What follows belongs to an exercise in optimizing a design on an open flow for small area, a short achievable clock period and few clock cycles; a production flow would make more cautious choices.
RTL that was checked went through simulation tests only; none was proved equivalent to the original.
For runs 3 to 6, only the layout was checked, not whether the RTL still works.
Power figures rest on the tool's default switching activity, not on a simulated workload.

===== design/flow/config.mk =====
export PLATFORM = sky130hd
export DESIGN_NAME = Integrate
export DESIGN_NICKNAME = Integrate
export VERILOG_FILES = /design/flow/design.v
export SDC_FILE = /design/flow/constraint.sdc
export NUM_CORES = 4
export LEC_CHECK = 0
export CAP_MARGIN = 20
export CORE_MARGIN = 2
export CORE_UTILIZATION = 40
export SLEW_MARGIN = 20

===== design/flow/constraint.sdc =====
create_clock -name core_clock -period 5.0 [get_ports {clock}]
set_input_delay 1.0000 -clock core_clock [delete_from_list [all_inputs] [get_ports {clock}]]
set_output_delay 1.0000 -clock core_clock [all_outputs]
set_load 0.01 [all_outputs]

===== design/flow/design.v =====
module ModuleReg(clock,load,clear,IN,OUT);
  parameter size =8;
	input clock;
	input load,clear;
	input [size-1:0]IN;
	output reg[size-1:0]OUT;
	always@(posedge clock,negedge clear)
	if(~clear)
		OUT<=0;
	else
		if(load)
			OUT<=IN;
		else
			OUT<=OUT;
endmodule
module RamReg(
	input clock,
	input [4:0]address,
	input WE,
	input [7:0]D,
	input prog_we,
	input [4:0]prog_addr,
	input [7:0]prog_data,
	output reg[7:0]Q);
	reg [7:0]RAM[31:0];
	always@(posedge clock)begin
	if(prog_we)begin
		RAM[prog_addr]<=prog_data;
		end
	else if(!WE)begin
		Q<=RAM[address];
		end
	else begin
		RAM[address]<=D;
		end
	end
endmodule
module lab_cu(
 input clock,
 input reset,enter,Aeq0,Apos,
 input [2:0]IR,
 output reg IRload,JMPmux,PCload,Meminst,MemWr,
 output reg [1:0]Asel,
 output reg Aload,Sub,Halt,
 output  [3:0]StateNo
 );
reg [3:0]state,n_state;
reg [9:0]temp;
wire clkoutput;
parameter S0=4'b0000,S1=4'b0001,S2=4'b0010,S3=4'b1000,S4=4'b1001,S5=4'b1010,S6=4'b1011,S7=4'b1100,S8=4'b1101,S9=4'b1110,S10=4'b1111;
always @ (posedge clock, negedge reset) begin
	if(reset==0) 
		state<=S0;
	else
		state<=n_state;
	end
always@* begin
	{IRload,JMPmux,PCload,Meminst,MemWr,Asel,Aload,Sub,Halt}=10'b0000000000;
	case(state)
	S0:begin
		{IRload,JMPmux,PCload,Meminst,MemWr,Asel,Aload,Sub,Halt}=10'b0000000000;
		n_state=S1;
		end
	S1:begin
		{IRload,JMPmux,PCload,Meminst,MemWr,Asel,Aload,Sub,Halt}=10'b1010000000;
		n_state=S2;
		end
	S2:begin
		{IRload,JMPmux,PCload,Meminst,MemWr,Asel,Aload,Sub,Halt}=10'b0001000000;
		case(IR)
		3'b000:n_state=S3;
		3'b001:n_state=S4;
		3'b010:n_state=S5;
		3'b011:n_state=S6;
		3'b100:n_state=S7;
		3'b101:n_state=S8;
		3'b110:n_state=S9;
		3'b111:n_state=S10;
		endcase
		end
	S3:begin
		{IRload,JMPmux,PCload,Meminst,MemWr,Asel,Aload,Sub,Halt}=10'b0000010100;
		n_state=S0;
		end
	S4:begin
		{IRload,JMPmux,PCload,Meminst,MemWr,Asel,Aload,Sub,Halt}=10'b0001100000;
		n_state=S0;
		end
	S5:begin
		{IRload,JMPmux,PCload,Meminst,MemWr,Asel,Aload,Sub,Halt}=10'b0000000100;
		n_state=S0;
		end
	S6:begin
		{IRload,JMPmux,PCload,Meminst,MemWr,Asel,Aload,Sub,Halt}=10'b0000000110;
		n_state=S0;
		end
	S7:begin
		{IRload,JMPmux,PCload,Meminst,MemWr,Asel,Aload,Sub,Halt}=10'b0000001100;
		if(enter==1)
			n_state=S0;
		else
			n_state=S7;
		end
	S8:begin
		if(Aeq0==0)
		{IRload,JMPmux,PCload,Meminst,MemWr,Asel,Aload,Sub,Halt}=10'b0100000000;
		else
		{IRload,JMPmux,PCload,Meminst,MemWr,Asel,Aload,Sub,Halt}=10'b0110000000;
		n_state=S0;
		end
	S9:begin
		if(Apos==0)
		{IRload,JMPmux,PCload,Meminst,MemWr,Asel,Aload,Sub,Halt}=10'b0100000000;
		else
		{IRload,JMPmux,PCload,Meminst,MemWr,Asel,Aload,Sub,Halt}=10'b0110000000;
		n_state=S0;
		end
	S10:begin
		{IRload,JMPmux,PCload,Meminst,MemWr,Asel,Aload,Sub,Halt}=10'b0000000001;
		n_state=S10;
		end
	default:n_state=S0;
	endcase
	end
 assign StateNo=state;
endmodule
module lab_dp_pro(
input clock,
input reset,
input [7:0]Input,
input IRload,JMPmux,PCload,Meminst,MemWr,
input [1:0]Asel,
input Aload,Sub,
input prog_we,
input [4:0]prog_addr,
input [7:0]prog_data,
output  Aeq0,Apos,
output [2:0]IR75,
output [7:0]OUT,
output [4:0]meminst,
output [7:0]da70,q70,ir70,
output [4:0]pc40,a70
);
wire [4:0]PC40;
wire [7:0]A70,IR70,Q70;
wire [7:0]addSubOUT,XOROUT;
reg [7:0]DA70;
reg [4:0]address;
reg [4:0]JMPm,Memm;
reg [7:0]Aselm,DIR,SubData;
ModuleReg #(8)IRregister(clock,IRload,reset,DIR,IR70);
ModuleReg #(5)PCregister(clock,PCload,reset,JMPm,PC40);
ModuleReg #(8)Aregister(clock,Aload,reset,DA70,A70);
RamReg RAM(clock,address,MemWr,A70,prog_we,prog_addr,prog_data,Q70);
always@* begin
	if(Meminst)
		address=IR70[4:0];
	else
		address=PC40;
	if(JMPmux)
		JMPm=IR70[4:0];
	else
		JMPm=PC40+1;
	if(Sub)
		SubData=A70-Q70;
	else
		SubData=A70+Q70;
	DIR=Q70;
	end
always@(Asel,SubData,Input,Q70)begin
	case(Asel)
	0:DA70=SubData;
	1:DA70=Input;
	2:DA70=Q70;
	default:DA70=0;
	endcase
	end
	assign Aeq0=~(|A70);
	assign Apos=~(A70>>7);  
	assign OUT=A70;
	assign IR75=IR70[7:5];
	assign meminst=address;
	assign da70=DA70;
	assign q70=Q70;
	assign ir70=IR70;
  assign pc40=PC40;
  assign a70=A70;
	endmodule
module Integrate(
input clock,
input reset,enter,
input [7:0]Nin,
input prog_we,
input [4:0]prog_addr,
input [7:0]prog_data,
output halt,
output [7:0]Nout,
output inwait
);
wire IRload,JMPmux,PCload,Meminst,MemWr;
wire [1:0]Asel;
wire Aload,Sub;
wire  Aeq0,Apos;
wire [2:0]IR75;
wire [3:0]StateNo;
wire [4:0]meminst;
wire [7:0]da70,q70,ir70;
wire [4:0]pc40,a70;
lab_cu CU(clock,reset,enter,Aeq0,Apos,IR75,IRload,JMPmux,PCload,Meminst,MemWr,Asel,Aload,Sub,halt,StateNo);
lab_dp_pro DP(clock,reset,Nin,IRload,JMPmux,PCload,Meminst,MemWr,Asel,Aload,Sub,prog_we,prog_addr,prog_data,Aeq0,Apos,IR75,Nout,meminst,da70,q70,ir70,pc40,a70);
assign inwait=(StateNo==4'b1100);
endmodule

===== design/flow/run.sh =====
#!/bin/bash
# synth_recipe.tcl (not shown) runs the flow's synth.tcl, then flattens the netlist and writes it again
# the make line also repeats each setting of config.mk as NAME=value (left out here)
make -C /OpenROAD-flow-scripts/flow DESIGN_CONFIG=/design/flow/config.mk WORK_HOME=/design/flow/orfs CLKGATE_MAP_FILE= SYNTH_SCRIPT=/design/flow/synth_recipe.tcl finish

==> reports/results.tsv, run 1 <==
stage	metric	value	unit
yosys	Yosys reg bits	289	
yosys	Post-synth top cells	264 x edfxtp_1, 251 x nand2_1, 58 x nor2_1, 49 x a31oi_1, 48 x and3_1	
floorplanning	die width	183	um
hold_path	Min-Delay Path Class	flop to flop	
global_routing	gr usage total	19.9	%
layout	Layout Utilization	45.9	%
hold_path	worst min-delay path startpoint	DP.IRregister.OUT[6]$_DFFE_PN0P_	
floorplanning	core footprint	0.0316	mm^2
place	Placer Congestion	0.831	
yosys	average cell area after synthesis	12.3	um^2
critical_path	crit-path max FO	24	
routing	# DRC	0	
power	VDD IR max	0.000409	V
critical_path	Worst setup EP type	flop	
sta	Worst Tran Pin Value	0.959	ns
sta	Setup TNS	0	ns
critical_path	RR Startpoint	CU.state[3]$_DFF_PN0_	
cts	cts hold-fix bufs	0	
critical_path	crit path DAT	3.84	ns
cts	CTS tree	yes	
routing	post-route ant nets	0	
power	Pleak	5.09	nW
run_status	status	finished clean	
cts	TritonCTS buffer count	30	
routing	vias	8594	
cts	CTS sink cnt	289	
yosys	sequential cell area fraction in the yosys report	66.5	%
yosys	Synth Net Count	1083	
routing	WL/cell	22.3	um
yosys	top-area cell type share of the netlist area	61.7	%
global_routing	gr ovfl total	0	
cts	post-CTS setup buffer count	0	
sta	Fin. Hold Viols	0	
floorplanning	row cnt	65	
routing	vias per inst	5.72	
cts	Max H-tree Level	1	
layout	share of cells above drive strength 1	8.82	%
floorplanning	Vert. Die Dim	183	um
critical_path	R2R cell count	9	
cts	clk buf depth	3	
global_routing	first-pass GRT wire length	50500	um
critical_path	flop2flop setup slack	1.45	ns
sta	Slew Limit Fails	0	
cts	Worst-path clk slew	0.06	ns
critical_path	data required time of the critical path	5.30	ns
hold_path	hold path depth	1	
floorplanning	# IOs	35	
sta	crit path time final	3.55	ns
yosys	Synth area leaders	edfxtp_1 62%, nand2_1 7.3%, dfrtp_1 4.9%, mux2i_1 3.3%, a31oi_1 2.4%	
layout	number of diodes	0	
sta	Peak Freq	282	MHz
place	Final HPWL DP	21000	um
yosys	Primary FF master, synth	edfxtp_1	
job	max cap viols	0	
hold_path	Worst Hold End	DP.IRregister.OUT[6]$_DFFE_PN0P_	
place	I/O Buffers	34	
routing	Total Routed Length	33500	um
yosys	fraction of registers with async set/reset	8.65	%
yosys	number of flops mapped to enable cells by yosys	264	
critical_path	crit path launch type	flop	
critical_path	R2R Path End	DP.RAM.Q[0]$_DFFE_PP_	
global_routing	largest net degree at the start of global routing	93	
sta	unrepaired setup endpoints after global routing	false	
global_routing	initial antenna violation count	0	
critical_path	critical path class	flop to flop	
sta	Final Skew	0.0379	ns
yosys	Netlist Area Pre-Place	0.0129	mm^2
yosys	most frequent cell after synthesis	edfxtp_1	
layout	final net count	1112	
floorplanning	full die area	0.0336	mm^2
layout	Layout area overhead	12.9	%
floorplanning	initial core utilization	40.6	%
yosys	Ys Warns	5	
cts	cts repair resizes	0	
global_routing	number of global-route vias before repair	8150	
sta	Max-slew headroom	35.8	%
yosys	Cell variety after synth	62	
yosys	Cells after Synth	1048	
cts	clk root buf	clkbuf_16	
sta	Tcrit/Tclk final	70.9	%
yosys	post-synth top area cell	edfxtp_1	
sta	# setup viols final	0	
power	pwr dens	706	mW/mm^2
routing	Pre-antenna DRT Iters	6	
routing	DR iter-0 viols	844	
cts	Skew-Pair Late Insertion Delay	0.58	ns
==> through the flow <==
step	area (um^2)	cells	setup slack, ns	power [W]	hold slack [ns]
after global routing	14500	1502	1.25	0.0108	0.527
after detailed placement	13600	1447	1.12	0.00809	0.499
after CTS	14500	1502	1.50	0.0102	0.513
final	14500	1502	1.45	0.0103	0.511
after global placement	13600	1447	1.20	0.00807	0.488
after floorplan	12900	1048	1.48	0.00668	0.468
==> per-layer routing <==
layer  vias to the layer above  share of wire (%)  global-route usage, %
li1                       3943                  -                      -
met4                         0                2.4                   5.57
met3                        60                6.0                   2.10
met2                       333                 47                   32.0
met5                         -                  0                      0
met1                      4258                 45                   28.8
==> worst max-delay path: stages, from the launching register on <==
cell      delay [ns]
dfrtp_1         0.67
a21oi_2         0.14
o21ai_0         0.36
and3_2          0.63
buf_4           0.32
nand2_1         0.07
and3_1          0.20
a31oi_1         0.23
o22ai_1         0.20
a211oi_1        0.45
==> sequential cells by signal, summed over array words and instances, names as in the netlist <==
name / count
DP.PCregister.OUT: 5
DP.Aregister.OUT: 8
DP.RAM.RAM: 256
DP.RAM.Q: 8
CU.state: 4
DP.IRregister.OUT: 8
==> cell usage in the layout, fill, tap and decap left out, types with 4 or more instances in the layout <==
cell	Yosys	layout
xor2_1	5	5
o21ai_1	5	5
mux2_2	8	8
o21ai_0	24	22
a21o_1	6	6
nor2b_1	10	10
edfxtp_1	264	264
a31o_2	4	4
o22a_1	5	5
clkbuf_1	17	10
nor2_1	58	58
inv_1	8	8
clkbuf_16	0	30
ha_1	9	9
dfrtp_1	25	25
clkdlybuf4s50_1	0	34
mux2i_1	42	42
clkinv_1	0	7
nand2b_1	9	9
xnor2_1	7	7
and3_1	48	47
a31oi_1	49	49
nor3_1	11	11
nor4b_1	4	4
o221ai_1	9	9
o211ai_1	4	4
nand2_2	1	6
or3_1	5	5
buf_4	17	24
o22ai_1	14	14
and2_1	4	4
a21oi_1	36	36
nor4_1	10	10
nand2_1	251	246
a32oi_1	4	4
a211oi_1	8	8
==> logic make-up (layout without fill, tap and decap cells) <==
family | count (synthesis) | in the layout | synth area share, %
adder cells (fa/ha/maj) | 10 | 10 | 1.03
AND/OR/NAND/NOR | 428 | 428 | 15.1
multiplexers | 50 | 50 | 3.97
AO/OA/AOI/OAI | 189 | 189 | 9.53
buffers and inverters | 70 | 122 | 3.02
XOR/XNOR | 12 | 12 | 0.817
flip-flops | 289 | 289 | 66.5
==> layout make-up <==
class / instances / area, um^2
repair buffers: 59 / 541
clock buffers: 40 / 788
multi-input cells: 689 / 3950
inverters: 8 / 30.0
well taps: 402 / 503
clock inverters: 15 / 148
fillers: 2876 / 17100
flip-flops and latches: 289 / 8550
==> report_power, final <==
group / total [W] / leakage [nW] / switching (W) / internal, W
clock network: 0.00213 / 0.448 / 0.000915 / 0.00121
logic: 0.00494 / 1.96 / 0.00316 / 0.00178
registers: 0.00319 / 2.68 / 0.000258 / 0.00293
==> worst max-delay path by stage <==
stage,startpoint,endpoint,slack [ns],depth (start not counted)
after global placement,prog_we,DP.RAM.RAM[10][0]$_DFFE_PP_,1.20,5
after floorplan,prog_we,DP.RAM.RAM[0][0]$_DFFE_PP_,1.48,4
after detailed placement,prog_we,DP.RAM.RAM[10][1]$_DFFE_PP_,1.12,7
after CTS,CU.state[3]$_DFF_PN0_,DP.Aregister.OUT[7]$_DFFE_PN0P_,1.50,15
after global routing,CU.state[1]$_DFF_PN0_,DP.RAM.RAM[17][0]$_DFFE_PP_,1.25,7
final,CU.state[3]$_DFF_PN0_,DP.RAM.Q[0]$_DFFE_PP_,1.45,9
Testbench counts, summed over its fixed seeds: cycles 44,568.
==> run 2: changes to the inputs <==
==> design/flow/design.v (replaced) <==
module Integrate(
input clock,
input reset,enter,
input [7:0]Nin,
input prog_we,
input [4:0]prog_addr,
input [7:0]prog_data,
output halt,
output [7:0]Nout,
output inwait
);
reg [7:0] mem [0:31];
reg [7:0] IR;
reg [7:0] A;
reg [4:0] pcn;       
reg       started;   
wire [2:0] op = IR[7:5];
wire [4:0] a  = IR[4:0];
wire is_load  = (op == 3'd0);
wire is_store = (op == 3'd1);
wire is_add   = (op == 3'd2);
wire is_sub   = (op == 3'd3);
wire is_in    = (op == 3'd4);
wire is_jz    = (op == 3'd5);
wire is_jpos  = (op == 3'd6);
wire is_halt  = (op == 3'd7);
assign inwait = is_in & started;
assign halt   = is_halt & started;
assign Nout   = A;
wire [7:0] opnd  = mem[a];
wire       taken = (is_jz & (A == 8'd0)) | (is_jpos & ~A[7]);
wire       stall = is_halt | (is_in & ~(started & enter));
wire [4:0] fa    = taken ? a : pcn;
wire [7:0] fetch = (is_store && a == fa) ? A : mem[fa];
always @(posedge clock) begin
	if (prog_we)
		mem[prog_addr] <= prog_data;
	else if (reset && is_store)
		mem[a] <= A;
end
always @(posedge clock) begin
	if (!reset)
		IR <= (prog_we && prog_addr == 5'd0) ? prog_data : mem[0];
	else if (!stall)
		IR <= fetch;
end
always @(posedge clock, negedge reset) begin
	if (!reset) begin
		A <= 8'd0;
		pcn <= 5'd1;
		started <= 1'b0;
	end else begin
		started <= 1'b1;
		if (!stall)
			pcn <= fa + 5'd1;
		case (op)
		3'd0: A <= opnd;
		3'd2: A <= A + opnd;
		3'd3: A <= A - opnd;
		3'd4: if (started & enter) A <= Nin;
		default: ;
		endcase
	end
end
endmodule
==> run 2 against run 1 <==
  * Still clean on timing, DRC and antenna
  * Largest power group unchanged
  * Combinational power increased by 19%
  * Count of clock-buffer cells in the layout decreased by 5
  * Area after synthesis is 14% higher
  * Clock skew down 0.021 ns
  * Core utilization is 1.1 points higher
  * Critical path type unchanged
  * Global-route usage is 5.3 points higher
==> reports/results.tsv, run 2 <==
stage	metric	value	unit
layout	Final Instance Area	0.0168	mm^2
hold_path	Min-Delay Path Class	primary input to asynchronous set/reset pin	
yosys	Synth Net Count	1097	
routing	Total Routed Length	47900	um
global_routing	initial antenna violation count	2	
yosys	top-area cell type share of the netlist area	54.3	%
sta	Slew Limit Fails	0	
place	Placer Congestion	0.915	
power	P_int	0.00646	W
critical_path	data required time of the critical path	5.41	ns
yosys	Post-synth top cells	264 x edfxtp_1, 78 x nand2_1, 77 x mux2i_1, 73 x mux4_2, 62 x nor2_1	
layout	final net count	1178	
global_routing	M2 GR Usage	38.7	%
floorplanning	core footprint	0.0357	mm^2
power	switching share of total power	42.1	%
sta	Final Skew	0.0166	ns
floorplanning	initial core utilization	40.9	%
power	pwr dens	665	mW/mm^2
routing	post-route ant nets	0	
critical_path	Worst setup EP type	flop	
yosys	Cell variety after synth	71	
critical_path	critical path class	flop to flop	
yosys	sequential cell area fraction in the yosys report	57.4	%
floorplanning	Vert. Die Dim	195	um
layout	number of diodes	0	
critical_path	crit path launch type	flop	
cts	post-CTS setup buffer count	0	
run_status	status	finished clean	
layout	share of cells above drive strength 1	19.5	%
yosys	Synth area leaders	edfxtp_1 54%, mux4_2 11%, mux2i_1 5.3%, dfrtp_1 2.2%, nand2_1 2.0%	
cts	clk root buf	clkbuf_16	
global_routing	busiest grt layer	met2	
critical_path	crit-path max FO	24	
sta	Max-slew headroom	21.7	%
yosys	Netlist Area Pre-Place	0.0146	mm^2
cts	Skew-Pair Late Insertion Delay	0.58	ns
power	VDD IR max	0.000312	V
cts	Max H-tree Level	1	
routing	DR iter-0 viols	1410	
layout	max reg flops	256	
sta	unrepaired setup endpoints after global routing	false	
yosys	most frequent cell after synthesis	edfxtp_1	
global_routing	number of global-route vias before repair	10100	
floorplanning	# IOs	35	
sta	crit path time final	4.55	ns
cts	clk buf depth	3	
cts	Worst-path clk slew	0.07	ns
global_routing	GR Util met1	35.9	%
global_routing	met3 Resource Use GR	3.99	%
layout	most common cell after layout, fill and taps aside	edfxtp_1	
critical_path	crit path DAT	4.96	ns
cts	CTS sink cnt	283	
floorplanning	full die area	0.0381	mm^2
critical_path	R2R cell count	11	
routing	vias	10500	
yosys	Cells after Synth	1062	
yosys	fraction of registers with async set/reset	4.95	%
floorplanning	row cnt	69	
power	switching pwr	0.00471	W
floorplanning	die width	195	um
sta	Peak Freq	220	MHz
yosys	Primary FF master, synth	edfxtp_1	
layout	Layout area overhead	15.0	%
routing	WL/cell	29.5	um
yosys	average cell area after synthesis	13.8	um^2
power	Logic pwr share	52.7	%
power	Pleak	5.74	nW
critical_path	flop2flop setup slack	0.45	ns
routing	vias per inst	6.46	
place	I/O Buffers	34	
global_routing	gr ovfl total	0	
global_routing	largest net degree at the start of global routing	45	
routing	Pre-antenna DRT Iters	7	
layout	most flop-heavy register	mem	
yosys	post-synth top area cell	edfxtp_1	
layout	fillcell total	3102	
global_routing	gr usage total	25.2	%
layout	leading cell types in the layout, fill and taps excluded	264 x edfxtp_1, 80 x buf_4, 78 x nand2_1	
yosys	Ys Warns	1	
layout	Reg area	0.00838	mm^2
global_routing	first-pass GRT wire length	70400	um
cts	cts repair resizes	0	
place	placed cell area	0.0158	mm^2
sta	# setup viols final	0	
sta	Fin. Hold Viols	0	
power	sequential power share	27.7	%
cts	cts hold-fix bufs	0	
sta	Tcrit/Tclk final	91.1	%
layout	multi-input combinational cell area	0.00586	mm^2
cts	TritonCTS buffer count	30	
yosys	Yosys reg bits	283	
sta	Worst Tran Pin Value	1.18	ns
layout	Largest regs	mem x256, A x8, IR x8	
critical_path	RR Startpoint	A[2]$_DFFE_PN0P_	
yosys	number of flops mapped to enable cells by yosys	264	
place	Final HPWL DP	32800	um
cts	CTS tree	yes	
job	max cap viols	0	
routing	# DRC	0	
sta	Setup TNS	0	ns
power	clock group share of total power	19.6	%
run 2: logic make-up after synthesis:
group | synth area share, %
DFF | 57.4
and+or+nand+nor | 9.16
AOI/OAI and AO/OA | 11.4
muxes | 17.5
buffers and inverters | 2.58
xor gates and xnor gates | 1.08
adders and majority gates | 0.908
other | 0.0257
run 2: final cells by class:
| cell class | instances | share of cell area (%) |
|---|---|---|
| Clock buffer | 35 | 4.71 |
| Multi-Input combinational cell | 698 | 34.9 |
| Timing Repair Buffer | 116 | 5.81 |
| Clock inverter | 17 | 0.924 |
| Tap cell | 461 | 3.43 |
| Sequential cell | 283 | 49.9 |
| Inverter | 14 | 0.320 |
run 2: metrics by stage:
stage / setup slack, ns / hold slack (ns) / total power [W] / util [%] / std cells
3_3_place_gp: 0.566 / 0.495 / 0.00884 / 44.3 / 1572
2_1_floorplan: 0.919 / 0.478 / 0.00694 / - / 1062
3_5_place_dp: 0.488 / 0.501 / 0.00888 / 44.3 / 1572
6_report: 0.446 / 0.488 / 0.0112 / 47.0 / 1624
5_1_grt: 0.151 / 0.526 / 0.0117 / 47.0 / 1624
4_1_cts: 0.472 / 0.492 / 0.0111 / 47.0 / 1624
run 2: worst max-delay path by stage:
stage | startpoint | to | slack, ns | cells after the start
2_1_floorplan | flop | A[7]$_DFFE_PN0P_ | 0.92 | 17
3_3_place_gp | flop | A[7]$_DFFE_PN0P_ | 0.57 | 17
3_5_place_dp | flop | A[7]$_DFFE_PN0P_ | 0.49 | 17
4_1_cts | flop | A[7]$_DFFE_PN0P_ | 0.47 | 17
5_1_grt | flop | A[7]$_DFFE_PN0P_ | 0.15 | 17
6_report | A[2]$_DFFE_PN0P_ | flop | 0.45 | 11
run 2: power by group through the flow:
stage / Clock, W / Combinational, W / Sequential [W]
floorplan: 0 / 0.00395 / 0.00299
global placement: 0 / 0.00570 / 0.00314
detailed placement: 0 / 0.00574 / 0.00314
CTS: 0.00221 / 0.00576 / 0.00309
global route: 0.00231 / 0.00623 / 0.00312
finish: 0.00219 / 0.00588 / 0.00310
run 2: routing by layer:
layer / share of wire (%) / wire length [um]
met3: 9.8 / 4710
met5: 0 / 0
met4: 4.3 / 2040
met1: 41 / 19800
met2: 45 / 21400
run 2: worst max-delay path: stages (launching register included):
cell,delay (ns)
dfrtp_1,0.53
or3_1,0.48
o31ai_4,0.47
and2_1,0.45
nor2_4,0.07
inv_2,0.39
buf_12,0.25
nand3_1,0.37
o22ai_1,0.44
or3_1,0.17
o31ai_1,0.15
a221oi_1,0.58
Testbench counts of run 2, summed over its fixed seeds: cycles 10,845.
==> run 3: changes to the inputs <==
==> design/flow/design.v (replaced) <==
module Integrate(
input clock,
input reset,enter,
input [7:0]Nin,
input prog_we,
input [4:0]prog_addr,
input [7:0]prog_data,
output halt,
output [7:0]Nout,
output inwait
);
reg [7:0] mem [0:31];
reg [4:0] PC;       
reg [7:0] IR;       
reg       iok;      
reg [7:0] XI;       
reg       vX;       
reg [7:0] OPR;      
reg [4:0] XAP1;     
reg       hz;       
reg       ok;       
reg       inr;      
reg       started;  
reg [7:0] A;
reg       Z;        
wire [2:0] xop = XI[7:5];
wire [4:0] xa  = XI[4:0];
assign halt   = started & vX & (xop == 3'd7);
assign inwait = started & vX & (xop == 3'd4);
assign Nout   = A;
wire taken  = vX & (((xop == 3'd5) & Z) | ((xop == 3'd6) & ~A[7]));
wire stall  = vX & ((xop == 3'd7) | ((xop == 3'd4) & ~(enter & started)));
wire xstore = vX & (xop == 3'd1) & reset;
wire [7:0] axo = A ^ OPR;
wire [7:0] aor = A | OPR;
wire       sum0 = (axo == {aor[6:0], 1'b0});
wire [7:0] Oi    = taken ? OPR : IR;
wire       vO    = taken | (iok & ~hz);
wire [4:0] oaddr = Oi[4:0];
wire [7:0] opnd  = (xstore && xa == oaddr) ? A : mem[oaddr];
wire [4:0] faddr = taken ? XAP1 : (hz ? PC - 5'd1 : PC);
wire [7:0] fword = (xstore && xa == faddr) ? A : mem[faddr];
wire [7:0] w0 = (prog_we && prog_addr == 5'd0) ? prog_data : mem[0];
wire [7:0] w1 = (prog_we && prog_addr == 5'd1) ? prog_data : mem[1];
wire       cap = prog_we && (prog_addr == w0[4:0]);
wire       ok_n = cap | (ok & inr & ~(prog_we && prog_addr == 5'd0));
always @(posedge clock) begin
	if (prog_we)
		mem[prog_addr] <= prog_data;
	else if (xstore)
		mem[xa] <= A;
end
always @(posedge clock) begin
	inr <= ~reset;
	if (!reset) begin
		ok <= ok_n;
		if (cap)
			OPR <= prog_data;
		XI <= w0;
		XAP1 <= w0[4:0] + 5'd1;
		IR <= ok_n ? w1 : w0;
		PC <= ok_n ? 5'd2 : 5'd1;
		vX <= ok_n;
		iok <= 1'b1;
		hz <= ok_n & (w0[7:5] == 3'd1) & (w0[4:0] == 5'd1);
	end else if (!stall) begin
		IR <= fword;
		XI <= Oi;
		OPR <= opnd;
		XAP1 <= oaddr + 5'd1;
		PC <= faddr + 5'd1;
		vX <= vO;
		iok <= 1'b1;
		hz <= vO & (Oi[7:5] == 3'd1) & (oaddr == faddr);
	end
end
always @(posedge clock, negedge reset) begin
	if (!reset) begin
		started <= 1'b0;
		A <= 8'd0;
		Z <= 1'b1;
	end else begin
		started <= 1'b1;
		if (vX)
			case (xop)
			3'd0: begin A <= OPR; Z <= (OPR == 8'd0); end
			3'd2: begin A <= A + OPR; Z <= sum0; end
			3'd3: begin A <= A - OPR; Z <= (A == OPR); end
			3'd4: if (enter & started) begin A <= Nin; Z <= (Nin == 8'd0); end
			default: ;
			endcase
	end
end
endmodule
==> run 3 against run 2 <==
  * Core utilization is 0.85 points lower
  * Clock power grew 14%
  * Flip-flop and latch count up 21
  * Setup slack gained 0.44 ns
  * Critical path depth decreased by 1
  * Die area is 19% higher
  * Area after synthesis increased by 19%
  * Via count rose by 29%
  * Largest cell class unchanged
==> reports/results.tsv, run 3 <==
stage	metric	value	unit
yosys	Primary FF master, synth	edfxtp_1	
hold_path	Min-Delay Path Class	flop to flop	
layout	max reg flops	256	
place	Placer Congestion	0.991	
critical_path	R2R Path End	IR[0]$_DFFE_PP_	
yosys	Cells after Synth	1522	
critical_path	flop2flop setup slack	0.89	ns
routing	WL/cell	26.5	um
yosys	Synth Area in Adders	1.96	%
routing	# DRC	0	
hold_path	worst min-delay path startpoint	Z$_DFFE_PN1P_	
floorplanning	row cnt	76	
critical_path	R2R cell count	10	
yosys	fraction of registers with async set/reset	3.29	%
power	Pleak	7.33	nW
sta	Hold WS	0.538	ns
layout	final net count	1613	
run_status	status	finished clean	
routing	vias per inst	6.22	
critical_path	crit path launch type	flop	
floorplanning	initial core utilization	40.5	%
cts	Max H-tree Level	2	
routing	Total Routed Length	57600	um
routing	post-route ant nets	0	
place	Final HPWL DP	39700	um
cts	CTS tree	yes	
critical_path	crit-path max FO	56	
yosys	Cell variety after synth	95	
yosys	Post-synth top cells	293 x edfxtp_1, 217 x mux2i_1, 187 x nand2_1, 75 x nor2_1, 66 x clkbuf_1	
global_routing	first-pass GRT wire length	85900	um
global_routing	largest net degree at the start of global routing	66	
layout	most flop-heavy register	mem	
sta	Setup TNS	0	ns
routing	vias	13500	
job	max cap viols	0	
sta	Max-slew headroom	21.1	%
sta	Worst Tran Pin Value	1.18	ns
yosys	sequential cell area fraction in the yosys report	52.2	%
power	pwr dens	624	mW/mm^2
layout	most common cell after layout, fill and taps aside	edfxtp_1	
yosys	top-area cell type share of the netlist area	50.6	%
yosys	post-synthesis mux area share	13.6	%
floorplanning	die width	212	um
yosys	complex-gate fraction of the synthesized area	15.0	%
critical_path	Worst setup EP type	flop	
floorplanning	# IOs	35	
yosys	Netlist Area Pre-Place	0.0174	mm^2
floorplanning	full die area	0.0452	mm^2
critical_path	crit path DAT	4.47	ns
sta	# setup viols final	0	
sta	Slew Limit Fails	0	
yosys	Yosys reg bits	304	
sta	crit path time final	4.11	ns
critical_path	critical path class	flop to flop	
critical_path	data required time of the critical path	5.36	ns
yosys	largest family of logic cells by synthesized area	compound AO/OA/AOI/OAI gates	
cts	TritonCTS buffer count	36	
place	I/O Buffers	34	
hold_path	Worst Hold End	Z$_DFFE_PN1P_	
sta	Final Skew	0.0194	ns
global_routing	initial antenna violation count	0	
layout	leading cell types in the layout, fill and taps excluded	293 x edfxtp_1, 214 x mux2i_1, 187 x nand2_1	
sta	unrepaired setup endpoints after global routing	false	
layout	share of cells above drive strength 1	11.6	%
yosys	number of flops mapped to enable cells by yosys	293	
global_routing	number of global-route vias before repair	13100	
yosys	most frequent cell after synthesis	edfxtp_1	
yosys	post-synth top area cell	edfxtp_1	
sta	Peak Freq	243	MHz
yosys	Synth area leaders	edfxtp_1 51%, mux2i_1 12%, nand2_1 4.0%, a211oi_1 2.1%, a311oi_1 1.9%	
sta	Tcrit/Tclk final	82.2	%
cts	clk root buf	clkbuf_16	
cts	cts hold-fix bufs	0	
global_routing	gr usage total	25.9	%
yosys	average cell area after synthesis	11.4	um^2
hold_path	hold path depth	2	
cts	cts repair resizes	0	
yosys	simple-gate share of the synthesized area	11.6	%
cts	CTS sink cnt	304	
yosys	Ys Warns	1	
routing	DR iter-0 viols	1565	
routing	Pre-antenna DRT Iters	5	
sta	Fin. Hold Viols	0	
floorplanning	core footprint	0.0430	mm^2
power	VDD IR max	0.000330	V
critical_path	RR Startpoint	XI[5]$_DFFE_PP_	
global_routing	gr ovfl total	0	
cts	Skew-Pair Late Insertion Delay	0.56	ns
floorplanning	Vert. Die Dim	212	um
cts	post-CTS setup buffer count	0	
layout	Layout area overhead	14.0	%
yosys	XOR/XNOR share of the synthesized area	1.81	%
cts	Worst-path clk slew	0.07	ns
layout	number of diodes	0	
yosys	Synth Net Count	1573	
cts	clk buf depth	3	
run 3: kinds of logic (layout without fill, tap and decap cells):
group,after synthesis,in the layout
other cells,1,1
xor+xnor,36,36
fa+ha+maj,26,26
flops,304,304
simple gates,426,426
mux,233,233
compound gates,351,351
buf+inv,145,210
run 3: layout make-up:
class / instances / area, um^2
Clock inverter: 15 / 109
Timing Repair Buffer: 113 / 1010
Fill cell: 3924 / 23200
Clock buffer: 48 / 988
Inverter: 34 / 128
Tap cell: 585 / 732
Multi-Input combinational cell: 1073 / 7790
Sequential cell: 304 / 9070
run 3: where the power goes:
| part | internal, W | total [W] | switching, W |
|---|---|---|---|
| sequential | 0.00307 | 0.00338 | 0.000309 |
| clock | 0.00144 | 0.00250 | 0.00106 |
| combinational | 0.00241 | 0.00649 | 0.00409 |
| total | 0.00691 | 0.0124 | 0.00545 |
run 3: metal layers:
layer	track usage (%)	share of wire [%]
met4	11.4	4.3
met5	0	0
met1	35.4	42
met3	4.02	8.2
met2	40.8	45
run 3: stage by stage:
step	cells	util, %	area (um^2)	setup slack (ns)	total power, W
after floorplan	1522	-	17400	1.29	0.00755
after global placement	2109	43.6	18700	0.620	0.00977
after detailed placement	2109	43.6	18700	0.546	0.00979
after CTS	2172	46.1	19800	0.993	0.0123
after global routing	2172	46.1	19800	0.716	0.0129
final	2172	46.1	19800	0.888	0.0124
run 3: critical path, cell delays in order (launching register included):
cell      delay (ns)
edfxtp_1        0.34
buf_4           0.31
nor3b_2         0.12
o21ai_2         0.77
mux2i_4         0.46
buf_12          0.36
mux2i_1         0.13
o221ai_1        0.51
o22ai_1         0.17
or3_2           0.56
o311ai_1        0.11
run 3: how the worst max path moves through the flow:
stage / from / to
2_1_floorplan: prog_addr[3] / IR[2]$_DFFE_PP_
3_3_place_gp: prog_addr[3] / IR[5]$_DFFE_PP_
3_5_place_dp: prog_addr[3] / IR[5]$_DFFE_PP_
4_1_cts: XI[6]$_DFFE_PP_ / OPR[2]$_DFFE_PP_
5_1_grt: XI[5]$_DFFE_PP_ / IR[3]$_DFFE_PP_
6_report: XI[5]$_DFFE_PP_ / IR[0]$_DFFE_PP_
==> run 4: changes to the inputs <==
--- a/design/flow/config.mk
+++ b/design/flow/config.mk
@@ -10,2 +10,3 @@
 export CORE_UTILIZATION = 40
+export SETUP_SLACK_MARGIN = 1.5
 export SLEW_MARGIN = 20
==> run 4 against run 3 <==
  * Clock power hardly changed
  * Non-clock buffer count up 24
  * Count of clock-buffer cells in the layout fell by 3
  * Critical path depth did not move
  * Largest cell class unchanged
==> reports/results.tsv, run 4 <==
stage	metric	value	unit
run_status	status	finished clean	
hold_path	worst min-delay path startpoint	Z$_DFFE_PN1P_	
critical_path	crit path DAT	3.83	ns
yosys	XOR/XNOR share of the synthesized area	1.81	%
sta	Fin. Hold Viols	0	
hold_path	hold path depth	2	
sta	Final Skew	0.0216	ns
floorplanning	# IOs	35	
place	Final HPWL DP	39000	um
layout	leading cell types in the layout, fill and taps excluded	293 x edfxtp_1, 213 x mux2i_1, 187 x nand2_1	
global_routing	number of global-route vias before repair	13400	
yosys	Cells after Synth	1522	
yosys	sequential cell area fraction in the yosys report	52.2	%
yosys	Primary FF master, synth	edfxtp_1	
yosys	Synth area leaders	edfxtp_1 51%, mux2i_1 12%, nand2_1 4.0%, a211oi_1 2.1%, a311oi_1 1.9%	
global_routing	busiest grt layer	met2	
floorplanning	row cnt	76	
layout	share of cells above drive strength 1	15.9	%
critical_path	RR Startpoint	XI[5]$_DFFE_PP_	
critical_path	data required time of the critical path	5.31	ns
yosys	Synth Area in Adders	1.96	%
layout	most common cell after layout, fill and taps aside	edfxtp_1	
yosys	simple-gate share of the synthesized area	11.6	%
layout	most flop-heavy register	mem	
floorplanning	Vert. Die Dim	212	um
floorplanning	core footprint	0.0430	mm^2
power	pwr dens	620	mW/mm^2
sta	Slew Limit Fails	0	
yosys	fraction of registers with async set/reset	3.29	%
cts	clk buf depth	3	
critical_path	Worst setup EP type	flop	
cts	TritonCTS buffer count	36	
place	Placed Cells	2103	
cts	cts hold-fix bufs	0	
yosys	complex-gate fraction of the synthesized area	15.0	%
routing	DR iter-0 viols	1386	
routing	vias	13700	
sta	Peak Freq	284	MHz
layout	number of diodes	0	
cts	clk root buf	clkbuf_16	
layout	final net count	1639	
critical_path	R2R cell count	10	
yosys	most frequent cell after synthesis	edfxtp_1	
routing	WL/cell	26.5	um
hold_path	Worst Hold End	Z$_DFFE_PN1P_	
cts	CTS sink cnt	304	
yosys	Yosys reg bits	304	
hold_path	Min-Delay Path Class	flop to flop	
yosys	Cell variety after synth	95	
yosys	Netlist Area Pre-Place	0.0174	mm^2
sta	Worst Tran Pin Value	1.07	ns
yosys	average cell area after synthesis	11.4	um^2
yosys	Post-synth top cells	293 x edfxtp_1, 217 x mux2i_1, 187 x nand2_1, 75 x nor2_1, 66 x clkbuf_1	
global_routing	gr usage total	26.0	%
routing	post-route ant nets	0	
global_routing	met3 Resource Use GR	6.65	%
critical_path	crit-path max FO	12	
global_routing	first-pass GRT wire length	86000	um
critical_path	flop2flop setup slack	1.48	ns
yosys	Synth Net Count	1573	
yosys	number of flops mapped to enable cells by yosys	293	
sta	# setup viols final	0	
sta	Setup TNS	0	ns
layout	fillcell total	3911	
cts	Worst-path clk slew	0.06	ns
global_routing	M2 GR Usage	41.2	%
layout	fin cells	2200	
sta	Hold WS	0.546	ns
critical_path	crit path launch type	flop	
cts	CTS tree	yes	
yosys	post-synthesis mux area share	13.6	%
cts	Max H-tree Level	2	
global_routing	largest net degree at the start of global routing	72	
layout	Layout area overhead	17.0	%
sta	Tcrit/Tclk final	70.4	%
sta	Max-slew headroom	28.4	%
job	max cap viols	0	
yosys	top-area cell type share of the netlist area	50.6	%
floorplanning	initial core utilization	40.5	%
routing	Pre-antenna DRT Iters	8	
power	VDD IR max	0.000393	V
floorplanning	full die area	0.0452	mm^2
place	I/O Buffers	34	
place	Placer Congestion	0.963	
floorplanning	die width	212	um
global_routing	initial antenna violation count	0	
routing	Total Routed Length	58400	um
power	Pleak	7.53	nW
routing	vias per inst	6.22	
layout	max reg flops	256	
sta	unrepaired setup endpoints after global routing	true	
cts	Skew-Pair Late Insertion Delay	0.57	ns
global_routing	GR Util met1	34.1	%
critical_path	R2R Path End	OPR[6]$_DFFE_PP_	
routing	# DRC	0	
yosys	largest family of logic cells by synthesized area	compound AO/OA/AOI/OAI gates	
global_routing	gr ovfl total	0	
sta	crit path time final	3.52	ns
yosys	post-synth top area cell	edfxtp_1	
yosys	Ys Warns	1	
critical_path	critical path class	flop to flop	
[run 4: worst max path at each step]
stage                           from                   to  depth (start not counted)
floorplan                    prog_we  mem[0][0]$_DFFE_PP_                          6
global placement        prog_addr[3]      IR[3]$_DFFE_PP_                         10
detailed placement      prog_addr[3]      IR[3]$_DFFE_PP_                         10
CTS                 A[7]$_DFFE_PN0P_     OPR[1]$_DFFE_PP_                         10
global route         XI[5]$_DFFE_PP_     OPR[6]$_DFFE_PP_                         10
finish               XI[5]$_DFFE_PP_     OPR[6]$_DFFE_PP_                         10
[run 4: routing by layer]
metal | vias to the layer above | part of all wire [%]
li1 | 6037 | -
met1 | 6813 | 41
met2 | 697 | 46
met3 | 138 | 9.2
met4 | 0 | 4.1
met5 | - | 0
[run 4: kinds of logic after synthesis]
logic type               count (synthesis)
AO/OA/AOI/OAI                          351
adder cells (fa/ha/maj)                 26
XOR/XNOR                                36
multiplexers                           233
AND/OR/NAND/NOR                        426
flip-flops                             304
other                                    1
buffers and inverters                  145
[run 4: final cells by class]
cell class	count	area, um^2	share of cell area, %
sequential	304	9070	44.6
timing repair buffer	137	1260	6.17
clock inverter	20	130	0.640
tap	585	732	3.60
clock buffer	45	956	4.70
multi-input combinational	1075	8070	39.7
inverter	34	130	0.640
[run 4: power by group]
| part | switching, W | leakage [nW] | internal, W |
|---|---|---|---|
| sequential | 0.000333 | 2.82 | 0.00307 |
| combinational | 0.00415 | 4.19 | 0.00259 |
| clock | 0.00110 | 0.522 | 0.00137 |
| total | 0.00559 | 7.53 | 0.00703 |
[run 4: timing repair]
item,4_1_cts,5_1_grt
gates resized for setup,32,40
buffers inserted,15,15
endpoints found under the setup margin,79,129
pin swaps,8,8
cloned,2,0
hold endpoints to repair,0,0
[run 4: worst max-delay path, stage by stage, from the launching register on]
cell and delay [ns]:
edfxtp_1 0.49, and3b_1 0.30, o21ai_4 0.31, buf_4 0.31, mux2i_2 0.38, xnor2_1 0.12
nor4_2 0.32, buf_4 0.26, a22o_1 0.22, a2111oi_0 0.08, nor3_1 0.46
[run 4: through the flow]
stage          worst slack [ns]  power [W]  instance area, um^2  utilization [%]
2_1_floorplan              1.41    0.00755                17400                -
3_3_place_gp              0.653    0.00960                18700             43.4
3_5_place_dp              0.599    0.00965                18700             43.4
4_1_cts                    1.51     0.0123                20000             46.6
5_1_grt                    1.42     0.0132                20300             47.3
6_report                   1.48     0.0126                20300             47.3
==> run 5: changes to the inputs <==
--- a/design/flow/design.v
+++ b/design/flow/design.v
@@ -19,3 +19,3 @@
 reg [4:0] XAP1;     
-reg       hz;       
+reg       tk;       
 reg       ok;       
@@ -30,5 +30,6 @@
 assign Nout   = A;
-wire taken  = vX & (((xop == 3'd5) & Z) | ((xop == 3'd6) & ~A[7]));
 wire stall  = vX & ((xop == 3'd7) | ((xop == 3'd4) & ~(enter & started)));
 wire xstore = vX & (xop == 3'd1) & reset;
+reg [7:0] An;
+reg       Zn;
 wire [7:0] axo = A ^ OPR;
@@ -36,8 +37,22 @@
 wire       sum0 = (axo == {aor[6:0], 1'b0});
-wire [7:0] Oi    = taken ? OPR : IR;
-wire       vO    = taken | (iok & ~hz);
+always @* begin
+	An = A;
+	Zn = Z;
+	if (vX)
+		case (xop)
+		3'd0: begin An = OPR; Zn = (OPR == 8'd0); end
+		3'd2: begin An = A + OPR; Zn = sum0; end
+		3'd3: begin An = A - OPR; Zn = (A == OPR); end
+		3'd4: if (enter & started) begin An = Nin; Zn = (Nin == 8'd0); end
+		default: ;
+		endcase
+end
+wire [7:0] Oi    = tk ? OPR : IR;
+wire       vO    = tk | iok;
 wire [4:0] oaddr = Oi[4:0];
-wire [7:0] opnd  = (xstore && xa == oaddr) ? A : mem[oaddr];
-wire [4:0] faddr = taken ? XAP1 : (hz ? PC - 5'd1 : PC);
-wire [7:0] fword = (xstore && xa == faddr) ? A : mem[faddr];
+wire [7:0] opnd  = (xstore && xa == IR[4:0]) ? A : mem[oaddr];
+wire [4:0] faddr = tk ? XAP1 : PC;
+wire [7:0] fword = (xstore && xa == PC) ? A : mem[faddr];
+wire       hzn   = (Oi[7:5] == 3'd1) & (oaddr == faddr);
+wire       tkn   = vO & (((Oi[7:5] == 3'd5) & Zn) | ((Oi[7:5] == 3'd6) & ~An[7]));
 wire [7:0] w0 = (prog_we && prog_addr == 5'd0) ? prog_data : mem[0];
@@ -61,6 +76,6 @@
 		IR <= ok_n ? w1 : w0;
-		PC <= ok_n ? 5'd2 : 5'd1;
+		iok <= ~(ok_n & (w0[7:5] == 3'd1) & (w0[4:0] == 5'd1));
+		PC <= (ok_n & ~((w0[7:5] == 3'd1) & (w0[4:0] == 5'd1))) ? 5'd2 : 5'd1;
 		vX <= ok_n;
-		iok <= 1'b1;
-		hz <= ok_n & (w0[7:5] == 3'd1) & (w0[4:0] == 5'd1);
+		tk <= ok_n & ((w0[7:5] == 3'd5) | (w0[7:5] == 3'd6));
 	end else if (!stall) begin
@@ -70,6 +85,6 @@
 		XAP1 <= oaddr + 5'd1;
-		PC <= faddr + 5'd1;
+		PC <= vO & hzn ? faddr : faddr + 5'd1;
 		vX <= vO;
-		iok <= 1'b1;
-		hz <= vO & (Oi[7:5] == 3'd1) & (oaddr == faddr);
+		iok <= ~(vO & hzn);
+		tk <= tkn;
 	end
@@ -83,10 +98,4 @@
 		started <= 1'b1;
-		if (vX)
-			case (xop)
-			3'd0: begin A <= OPR; Z <= (OPR == 8'd0); end
-			3'd2: begin A <= A + OPR; Z <= sum0; end
-			3'd3: begin A <= A - OPR; Z <= (A == OPR); end
-			3'd4: if (enter & started) begin A <= Nin; Z <= (Nin == 8'd0); end
-			default: ;
-			endcase
+		A <= An;
+		Z <= Zn;
 	end
==> run 5 against run 4 <==
  * Fmax is 1.8% higher
  * Sequential share of layout area rose by 2.1 points
  * Sequential power about the same
  * Clock power is about 10% higher
  * Flip-flop and latch count grew 1
  * Synthesized cell count grew 9.0%
  * Global-route usage is 0.089 points higher
  * Combinational power fell by 3.9%
  * Power down 0.14%
  * Highest routed layer unchanged
==> reports/results.tsv, run 5 <==
stage	metric	value	unit
sta	# setup viols final	0	
routing	DR iter-0 viols	2108	
yosys	Synth Net Count	1709	
critical_path	crit-path max FO	15	
critical_path	Crit path max-delay family	compound AO/OA/AOI/OAI gates	
critical_path	RR Startpoint	tk$_DFFE_PP_	
yosys	Cell variety after synth	76	
cts	clk buf depth	3	
yosys	Primary FF master, synth	edfxtp_1	
power	Pleak	7.00	nW
place	I/O Buffers	34	
sta	Fin. Hold Viols	0	
critical_path	R2R cell count	8	
cts	TritonCTS buffer count	36	
critical_path	Crit-path slowest cell	a2111oi_0	
place	Placer Congestion	0.919	
floorplanning	die width	209	um
routing	Pre-antenna DRT Iters	5	
power	pwr dens	646	mW/mm^2
floorplanning	row cnt	75	
layout	Layout area overhead	16.0	%
critical_path	crit path DAT	3.72	ns
routing	# DRC	0	
cts	clk root buf	clkbuf_16	
global_routing	largest net degree at the start of global routing	100	
floorplanning	# IOs	35	
routing	post-route ant nets	0	
routing	Total Routed Length	58200	um
floorplanning	initial core utilization	40.3	%
global_routing	initial antenna violation count	0	
yosys	number of flops mapped to enable cells by yosys	294	
critical_path	Worst setup EP type	flop	
sta	Hold WS	0.594	ns
critical_path	critical path class	flop to flop	
yosys	Ys Warns	1	
yosys	fraction of registers with async set/reset	3.28	%
yosys	Netlist Area Pre-Place	0.0168	mm^2
routing	WL/cell	25.8	um
global_routing	first-pass GRT wire length	85300	um
layout	leading cell types in the layout, fill and taps excluded	461 x nand2_1, 294 x edfxtp_1, 130 x nand3_1	
yosys	Post-synth top cells	462 x nand2_1, 294 x edfxtp_1, 130 x nand3_1, 78 x a21oi_1, 76 x nor2_1	
sta	crit path time final	3.46	ns
yosys	top-area cell type share of the netlist area	52.5	%
cts	Skew-Pair Late Insertion Delay	0.55	ns
yosys	sequential cell area fraction in the yosys report	54.2	%
layout	number of diodes	0	
hold_path	Min-Delay Path Class	primary input to asynchronous set/reset pin	
sta	Slew Limit Fails	0	
sta	unrepaired setup endpoints after global routing	true	
global_routing	gr ovfl total	0	
routing	vias	14100	
critical_path	R2R Path End	IR[2]$_DFFE_PP_	
sta	Peak Freq	289	MHz
sta	Tcrit/Tclk final	69.1	%
layout	fin cells	2253	
layout	most flop-heavy register	mem	
cts	CTS tree	yes	
yosys	Yosys reg bits	305	
yosys	post-synth top area cell	edfxtp_1	
floorplanning	Vert. Die Dim	209	um
global_routing	gr usage total	26.1	%
critical_path	worst-path cell chain	buf_4, and3b_1, o21ai_2, a21oi_1, a2111oi_0, a21oi_1, a21oi_1, a22oi_1	
layout	final net count	1737	
yosys	most frequent cell after synthesis	nand2_1	
place	Placed Cells	2176	
power	VDD IR max	0.000336	V
critical_path	Crit path largest cell delay	0.80	ns
critical_path	critical path's most frequent cell	a21oi_1	
cts	cts hold-fix bufs	0	
sta	Max-slew headroom	2.10	%
global_routing	number of global-route vias before repair	13500	
sta	Final Skew	0.0224	ns
routing	vias per inst	6.27	
layout	Layout Utilization	46.8	%
job	max cap viols	0	
layout	share of cells above drive strength 1	12.7	%
floorplanning	core footprint	0.0417	mm^2
layout	most common cell after layout, fill and taps aside	nand2_1	
yosys	Cells after Synth	1659	
yosys	Synth area leaders	edfxtp_1 53%, nand2_1 10%, nand3_1 3.9%, mux4_2 2.4%, a21oi_1 2.3%	
critical_path	flop2flop setup slack	1.54	ns
sta	setup ws final	1.54	ns
place	Setup WS pre-CTS	0.864	ns
floorplanning	full die area	0.0437	mm^2
sta	Worst Tran Pin Value	1.46	ns
place	Final HPWL DP	37700	um
cts	CTS sink cnt	305	
layout	max reg flops	256	
run_status	status	finished clean	
cts	Max H-tree Level	2	
cts	Worst-path clk slew	0.06	ns
critical_path	data required time of the critical path	5.27	ns
critical_path	crit path launch type	flop	
sta	Setup TNS	0	ns
critical_path	Worst Path Buf+Inv	1	
yosys	average cell area after synthesis	10.1	um^2
-- run 5: cell count changes after synthesis, moves of 8 or more --
cell       change
o22ai_1       -21
a211oi_1      -36
and3_1        +35
mux2i_1      -190
nand3b_1       -8
a21oi_1       +34
o31a_1        -24
nand2_1      +275
nand3_1       +75
buf_2          -8
o221ai_1      -18
mux4_2        +18
a2111oi_0     +13
-- run 5: area by class of cell --
class | count | area [um^2]
Clock buffer | 42 | 923
Tap cell | 539 | 674
Inverter | 36 | 143
Sequential cell | 305 | 9100
Multi-Input combinational cell | 1208 | 7410
Fill cell | 3842 | 22200
Clock inverter | 23 | 283
Timing Repair Buffer | 100 | 960
-- run 5: how the worst max path moves through the flow --
stage,depth (start not counted),endpoint,startpoint
after floorplan,6,mem[0][4]$_DFFE_PP_,reset
after global placement,9,IR[4]$_DFFE_PP_,prog_addr[2]
after detailed placement,10,tk$_DFFE_PP_,prog_addr[2]
after CTS,8,mem[26][6]$_DFFE_PP_,XI[5]$_DFFE_PP_
after global routing,8,mem[16][1]$_DFFE_PP_,XI[6]$_DFFE_PP_
final,8,IR[2]$_DFFE_PP_,tk$_DFFE_PP_
-- run 5: kinds of logic after synthesis --
family / Yosys count / synth area share, %
AOI/OAI and AO/OA: 292 / 12.4
xor gates and xnor gates: 38 / 1.98
adders and majority gates: 25 / 1.95
buffers and inverters: 146 / 3.57
DFF: 305 / 54.2
muxes: 60 / 5.11
other: 1 / 0.0223
and+or+nand+nor: 792 / 20.8
-- run 5: where the power goes --
group          total [W]  internal, W  switching, W
Clock            0.00272      0.00164       0.00108
Sequential       0.00340      0.00308      0.000320
Combinational    0.00648      0.00228       0.00420
Total             0.0126      0.00699       0.00560
-- run 5: routing by layer --
layer	GRT usage (%)	wire length, um	vias up
met5	0	0	-
met4	12.7	2920	0
li1	-	-	6188
met2	40.4	26200	887
met3	5.65	5850	173
met1	35.0	23200	6872
-- run 5: repair_timing --
item / 4_1_cts / 5_1_grt
buffers inserted: 6 / 5
gates resized for setup: 18 / 54
gates cloned: 0 / 1
setup endpoints to repair: 161 / 209
pin swaps: 0 / 3
-- run 5: worst register-to-register path: stages, from the launching register on --
cell	delay (ns)
edfxtp_1	0.50
buf_4	0.19
and3b_1	0.22
o21ai_2	0.76
a21oi_1	0.13
a2111oi_0	0.80
a21oi_1	0.25
a21oi_1	0.21
a22oi_1	0.12
-- run 5: through the flow --
stage	total power [W]	cell area, um^2
floorplan	0.00722	16800
global placement	0.00948	17900
detailed placement	0.00952	17900
CTS	0.0123	19200
global route	0.0131	19500
finish	0.0126	19500
==> run 6: changes to the inputs <==
--- a/design/flow/config.mk
+++ b/design/flow/config.mk
@@ -10,3 +10,3 @@
 export CORE_UTILIZATION = 40
-export SETUP_SLACK_MARGIN = 1.5
+export SETUP_SLACK_MARGIN = 2.0
 export SLEW_MARGIN = 20
==> run 6 against run 5 <==
  * Still clean on timing, DRC and antenna
  * Sequential share of layout area shrank 1.8 points
  * Register-to-register slack gained 0.39 ns
  * Global-route usage grew 0.44 points
  * Critical path depth grew 2
  * Power grew 5.4%
  * Critical path type unchanged
  * Largest cell class unchanged
==> reports/results.tsv, run 6 <==
stage	metric	value	unit
critical_path	Worst Path Buf+Inv	3	
global_routing	number of global-route vias before repair	13400	
layout	max reg flops	256	
yosys	Cells after Synth	1659	
routing	vias per inst	6.24	
critical_path	Worst setup EP type	flop	
cts	clk root buf	clkbuf_16	
global_routing	first-pass GRT wire length	86500	um
yosys	Synth area leaders	edfxtp_1 53%, nand2_1 10%, nand3_1 3.9%, mux4_2 2.4%, a21oi_1 2.3%	
sta	unrepaired setup endpoints after global routing	true	
yosys	post-synth top area cell	edfxtp_1	
sta	Slew Limit Fails	0	
yosys	Synth Net Count	1709	
layout	Final Instance Area	0.0203	mm^2
yosys	Primary FF master, synth	edfxtp_1	
layout	number of diodes	0	
run_status	status	finished clean	
routing	Pre-antenna DRT Iters	8	
yosys	average cell area after synthesis	10.1	um^2
floorplanning	initial core utilization	40.3	%
critical_path	flop2flop setup slack	1.94	ns
yosys	Post-synth top cells	462 x nand2_1, 294 x edfxtp_1, 130 x nand3_1, 78 x a21oi_1, 76 x nor2_1	
layout	fillcell total	3781	
sta	Peak Freq	326	MHz
global_routing	gr ovfl total	0	
critical_path	crit path DAT	3.33	ns
floorplanning	core footprint	0.0417	mm^2
sta	# setup viols final	0	
yosys	Cell variety after synth	76	
sta	Tcrit/Tclk final	61.3	%
critical_path	R2R Path End	IR[3]$_DFFE_PP_	
critical_path	Crit. Startpoint	tk$_DFFE_PP_	
layout	share of cells above drive strength 1	17.7	%
cts	cts hold-fix bufs	0	
layout	most flop-heavy register	mem	
yosys	most frequent cell after synthesis	nand2_1	
floorplanning	full die area	0.0437	mm^2
critical_path	Crit-path slowest cell	edfxtp_1	
cts	Worst-path clk slew	0.06	ns
cts	Skew-Pair Late Insertion Delay	0.56	ns
floorplanning	die width	209	um
global_routing	initial antenna violation count	0	
sta	Fin. Hold Viols	0	
critical_path	data required time of the critical path	5.27	ns
layout	most common cell after layout, fill and taps aside	nand2_1	
yosys	Ys Warns	1	
cts	Max H-tree Level	2	
power	VDD IR max	0.000330	V
yosys	fraction of registers with async set/reset	3.28	%
hold_path	Min-Delay Path Class	primary input to asynchronous set/reset pin	
critical_path	critical path's most frequent cell	buf_4	
cts	CTS sink cnt	305	
sta	crit path time final	3.06	ns
power	pwr dens	656	mW/mm^2
critical_path	Crit path max-delay family	compound AO/OA/AOI/OAI gates	
layout	leading cell types in the layout, fill and taps excluded	461 x nand2_1, 294 x edfxtp_1, 126 x nand3_1	
place	Final HPWL DP	37200	um
critical_path	crit-path max FO	15	
job	max cap viols	0	
yosys	number of flops mapped to enable cells by yosys	294	
yosys	Netlist Area Pre-Place	0.0168	mm^2
layout	Layout area overhead	20.6	%
critical_path	crit path launch type	flop	
cts	TritonCTS buffer count	35	
cts	clk buf depth	3	
yosys	sequential cell area fraction in the yosys report	54.2	%
critical_path	R2R cell count	10	
routing	post-route ant nets	0	
layout	final net count	1758	
place	placed cell area	0.0180	mm^2
global_routing	gr usage total	26.6	%
place	Placer Congestion	0.977	
floorplanning	row cnt	75	
critical_path	worst-path cell chain	buf_4, buf_4, and3b_1, o21ai_1, buf_4, a21oi_1, a2111oi_2, o211ai_1, a31oi_1, a22oi_1	
routing	WL/cell	26.5	um
yosys	Yosys reg bits	305	
floorplanning	# IOs	35	
cts	CTS tree	yes	
sta	Max-slew headroom	29.0	%
power	Pleak	7.23	nW
critical_path	critical path class	flop to flop	
place	I/O Buffers	34	
routing	Total Routed Length	60200	um
critical_path	RR Startpoint	tk$_DFFE_PP_	
routing	# DRC	0	
routing	DR iter-0 viols	1819	
routing	vias	14200	
floorplanning	Vert. Die Dim	209	um
sta	Worst Tran Pin Value	1.06	ns
critical_path	Crit path largest cell delay	0.48	ns
global_routing	largest net degree at the start of global routing	84	
sta	Final Skew	0.0263	ns
sta	Setup TNS	0	ns
yosys	top-area cell type share of the netlist area	52.5	%
==> run 6: worst max-delay path by stage <==
stage | cells after the start | endpoint | slack [ns]
floorplan | 9 | IR[6]$_DFFE_PP_ | 1.95
global placement | 10 | tk$_DFFE_PP_ | 0.86
detailed placement | 8 | PC[1]$_DFFE_PP_ | 0.77
CTS | 12 | OPR[5]$_DFFE_PP_ | 1.95
global route | 9 | IR[3]$_DFFE_PP_ | 1.90
finish | 10 | IR[3]$_DFFE_PP_ | 1.94
==> run 6: layout make-up <==
cell class / instances / area [um^2] / share of cell area (%)
flip-flops and latches: 305 / 9100 / 44.9
multi-input cells: 1210 / 7940 / 39.2
repair buffers: 119 / 1280 / 6.34
clock buffers: 43 / 927 / 4.58
well taps: 539 / 674 / 3.33
clock inverters: 19 / 178 / 0.877
inverters: 36 / 148 / 0.729
repair inverters: 1 / 6.26 / 0.0309
==> run 6: cell families (layout without fill, tap and decap cells) <==
logic type / count (synthesis) / after routing / synth area share (%)
multiplexers: 60 / 62 / 5.11
adder cells (fa/ha/maj): 25 / 25 / 1.95
flip-flops: 305 / 305 / 54.2
buffers and inverters: 146 / 218 / 3.57
AND/OR/NAND/NOR: 792 / 792 / 20.8
AO/OA/AOI/OAI: 292 / 292 / 12.4
XOR/XNOR: 38 / 38 / 1.98
other: 1 / 1 / 0.0223
==> run 6: stage by stage <==
stage	utilization, %	setup WS (ns)	power, W	hold slack, ns	cells
2_1_floorplan	-	1.95	0.00724	0.547	1659
5_1_grt	48.6	1.90	0.0138	0.564	2272
3_3_place_gp	43.3	0.856	0.00952	0.605	2163
4_1_cts	47.2	1.95	0.0126	0.531	2254
3_5_place_dp	43.3	0.773	0.00955	0.607	2163
6_report	48.6	1.94	0.0133	0.544	2272
==> run 6: routing by layer <==
| metal | up-vias | routed length [um] | global-route usage [%] |
|---|---|---|---|
| met5 | - | 0 | 0 |
| met4 | 0 | 2180 | 9.73 |
| met3 | 143 | 5780 | 4.37 |
| met2 | 842 | 27800 | 42.8 |
| met1 | 6947 | 24400 | 36.3 |
| li1 | 6234 | - | - |
==> run 6: report_power, final <==
part	internal, W	switching [W]
Clock	0.00148	0.00107
Combinational	0.00270	0.00465
Sequential	0.00308	0.000315
Total	0.00725	0.00603
==> run 6: what timing repair did <==
item | 4_1_cts | 5_1_grt
pin swaps | 9 | 23
cloned | 2 | 6
buffers inserted | 27 | 12
resized for setup | 100 | 73
endpoints found under the setup margin | 478 | 154
==> run 7: changes to the inputs <==
--- a/design/flow/design.v
+++ b/design/flow/design.v
@@ -61,8 +61,7 @@
 wire       ok_n = cap | (ok & inr & ~(prog_we && prog_addr == 5'd0));
-always @(posedge clock) begin
-	if (prog_we)
-		mem[prog_addr] <= prog_data;
-	else if (xstore)
-		mem[xa] <= A;
-end
+wire [4:0] waddr = prog_we ? prog_addr : xa;
+wire [7:0] wdata = prog_we ? prog_data : A;
+always @(posedge clock)
+	if (prog_we | xstore)
+		mem[waddr] <= wdata;
 always @(posedge clock) begin
==> run 7 against run 6 <==
  * Critical endpoint is now IR[4]$_DFFE_PP_
  * Register-to-register slack worse by 0.14 ns
  * Clock power hardly changed
  * Largest power group unchanged
  * Global-route usage down 2.8 points
  * Non-clock buffer count rose by 21
  * Still clean
==> reports/results.tsv, run 7 <==
stage	metric	value	unit
sta	Slew Limit Fails	0	
yosys	Synth area leaders	edfxtp_1 53%, mux4_2 12%, mux2i_1 8.4%, nor2_1 2.0%, ha_1 1.7%	
floorplanning	core footprint	0.0408	mm^2
layout	Final Instance Area	0.0200	mm^2
critical_path	Worst setup EP type	flop	
yosys	Netlist Area Pre-Place	0.0165	mm^2
sta	Worst Tran Pin Value	1.34	ns
routing	# DRC	0	
yosys	Ys Warns	1	
yosys	sequential cell area fraction in the yosys report	55.0	%
cts	CTS tree	yes	
global_routing	number of global-route vias before repair	11100	
yosys	Cell variety after synth	76	
layout	most flop-heavy register	mem	
power	sequential power share	27.0	%
place	placed cell area	0.0177	mm^2
power	clock group share of total power	19.1	%
cts	cts hold-fix bufs	0	
place	I/O Buffers	34	
floorplanning	row cnt	74	
critical_path	data required time of the critical path	5.29	ns
floorplanning	# IOs	35	
sta	Max-slew headroom	10.5	%
yosys	top-area cell type share of the netlist area	53.4	%
routing	post-route ant nets	0	
yosys	number of flops mapped to enable cells by yosys	294	
yosys	Cells after Synth	1199	
power	pwr dens	659	mW/mm^2
routing	Total Routed Length	52900	um
cts	Worst-path clk slew	0.06	ns
sta	Setup TNS	0	ns
global_routing	gr ovfl total	0	
sta	unrepaired setup endpoints after global routing	true	
yosys	post-synth top area cell	edfxtp_1	
cts	Skew-Pair Late Insertion Delay	0.55	ns
critical_path	crit-path max FO	6	
critical_path	flop2flop setup slack	1.79	ns
global_routing	first-pass GRT wire length	75800	um
place	Placer Congestion	0.937	
power	switching pwr	0.00529	W
global_routing	largest net degree at the start of global routing	49	
job	max cap viols	0	
yosys	Primary FF master, synth	edfxtp_1	
layout	share of cells above drive strength 1	27.4	%
floorplanning	full die area	0.0430	mm^2
floorplanning	die width	207	um
critical_path	crit path DAT	3.50	ns
layout	leading cell types in the layout, fill and taps excluded	294 x edfxtp_1, 134 x mux2i_1, 88 x mux4_2	
yosys	Yosys reg bits	305	
floorplanning	Vert. Die Dim	207	um
hold_path	Min-Delay Path Class	flop to flop	
power	Pleak	6.99	nW
yosys	Synth Net Count	1249	
run_status	status	finished clean	
power	VDD IR max	0.000287	V
cts	clk buf depth	3	
yosys	fraction of registers with async set/reset	3.28	%
yosys	average cell area after synthesis	13.8	um^2
routing	Pre-antenna DRT Iters	6	
sta	# setup viols final	0	
place	Final HPWL DP	34300	um
sta	Tcrit/Tclk final	64.2	%
layout	Layout area overhead	20.7	%
sta	Fin. Hold Viols	0	
power	switching share of total power	40.2	%
routing	WL/cell	28.4	um
cts	Max H-tree Level	2	
layout	final net count	1360	
cts	CTS sink cnt	305	
critical_path	critical path class	flop to flop	
yosys	Post-synth top cells	294 x edfxtp_1, 139 x mux2i_1, 89 x nor2_1, 88 x mux4_2, 72 x nand2_1	
layout	most common cell after layout, fill and taps aside	edfxtp_1	
routing	DR iter-0 viols	1378	
yosys	most frequent cell after synthesis	edfxtp_1	
sta	Final Skew	0.0315	ns
power	P_int	0.00786	W
floorplanning	initial core utilization	40.5	%
layout	max reg flops	256	
cts	clk root buf	clkbuf_16	
cts	TritonCTS buffer count	35	
power	Logic pwr share	53.9	%
global_routing	initial antenna violation count	2	
critical_path	crit path launch type	flop	
routing	vias	11700	
sta	crit path time final	3.21	ns
routing	vias per inst	6.27	
sta	Peak Freq	312	MHz
global_routing	gr usage total	23.8	%
## run 7: cell count changes in the layout (fill, tap and decap cells not counted), moves of 30 or more
cell and delta:
nand2_1 -394, mux2i_1 +114, nand3_1 -101, mux4_2 +70
a21oi_1 -44, and3_1 -42, nor2_4 -30
## run 7: what timing repair did
item	CTS	global route
gates resized for setup	70	71
gates cloned	5	5
endpoints found under the setup margin	300	138
pin swaps	11	17
setup buffers	17	40
## run 7: final timing paths
path / start / to / cells after the start
setup reg to reg: tk$_DFFE_PP_ / IR[4]$_DFFE_PP_ / 10
max in group asynchronous: reset / Z$_DFF_PN1_ / 2
hold / removal: Z$_DFF_PN1_ / Z$_DFF_PN1_ / 1
hold reg to reg: Z$_DFF_PN1_ / Z$_DFF_PN1_ / 1
setup / recovery: tk$_DFFE_PP_ / IR[4]$_DFFE_PP_ / 10
min in group asynchronous: reset / A[0]$_DFFE_PN0P_ / 2
## run 7: metal layers
metal	part of all wire (%)	track usage, %	vias up
met5	0	0	-
met2	45	36.6	663
met3	9.2	3.27	122
met4	5.4	11.4	0
met1	40	33.5	5901
li1	-	-	5010
## run 7: cell type report
cell class	instances	area [um^2]
clock inverters	17	158
fillers	3473	20900
flip-flops and latches	305	9100
diodes	2	5.00
multi-input cells	790	7480
well taps	532	666
clock buffers	41	941
inverters	37	170
repair buffers	140	1420
repair inverters	1	8.76
## run 7: kinds of logic after synthesis
logic type | share of synthesized area, %
flops | 55.0
simple gates | 7.53
mux | 22.0
compound gates | 9.05
buf+inv | 2.55
xor+xnor | 1.85
fa+ha+maj | 1.98
other cells | 0.0227
## run 7: worst max-delay path: stages, from the launching register on
cell	delay, ns
edfxtp_1	0.40
buf_4	0.19
mux2i_4	0.19
bufinv_16	0.23
buf_8	0.11
mux4_2	0.53
a222oi_1	0.60
nand3_1	0.31
o21ai_1	0.16
nand2_1	0.06
o211a_1	0.15
## run 7: metrics by stage
step                cells  total power, W  worst slack [ns]  hold slack, ns  util [%]
CTS                  1818          0.0124              1.74           0.506      47.1
detailed placement   1738         0.00946             0.672           0.499      43.4
floorplan            1199         0.00738              1.60           0.471         -
global placement     1738         0.00943             0.710           0.501      43.4
finish               1865          0.0132              1.79           0.512      48.9
global route         1863          0.0136              1.73           0.539      48.9
## run 7: power by group through the flow
stage               sequential [W]  clock (W)  combinational, W
floorplan                  0.00344          0           0.00393
global placement           0.00361          0           0.00582
detailed placement         0.00362          0           0.00584
CTS                        0.00355    0.00255           0.00628
global route               0.00358    0.00263           0.00739
finish                     0.00355    0.00251           0.00709
Testbench counts of run 7, summed over its fixed seeds: cycles 10,862.

-- afterwards: timing with drivers on the ports --
How much do the figures lean on ideal ports? The routed layouts below were timed once more, with nothing changed but the port constraints.
Step 1 sets driving cells, clkbuf_16 on the clock port and buf_2 on the other inputs (assumed; they add their load-dependent delay and slew).
Step 2, shift: input delay + t, output delay - t, t = (earliest + latest rising clock arrival at the registers) / 2. This alone moves slack from input paths to output paths.
Slacks: no drivers / after step 1 / after step 2; pairs: no drivers / after step 1.
run | t (ns) | slack for setup (ns)
run 1 | 0.613 | 1.454 / 1.454 / 1.069
run 2 | 0.627 | 0.446 / 0.446 / 0.446
run 3 | 0.609 | 0.888 / 0.888 / 0.459
run 4 | 0.613 | 1.482 / 1.482 / 1.039
run 5 | 0.593 | 1.543 / 1.543 / 1.042
run 6 | 0.600 | 1.936 / 1.936 / 1.453
run 7 | 0.585 | 1.792 / 1.792 / 1.416
After both steps every run listed still meets setup and hold.
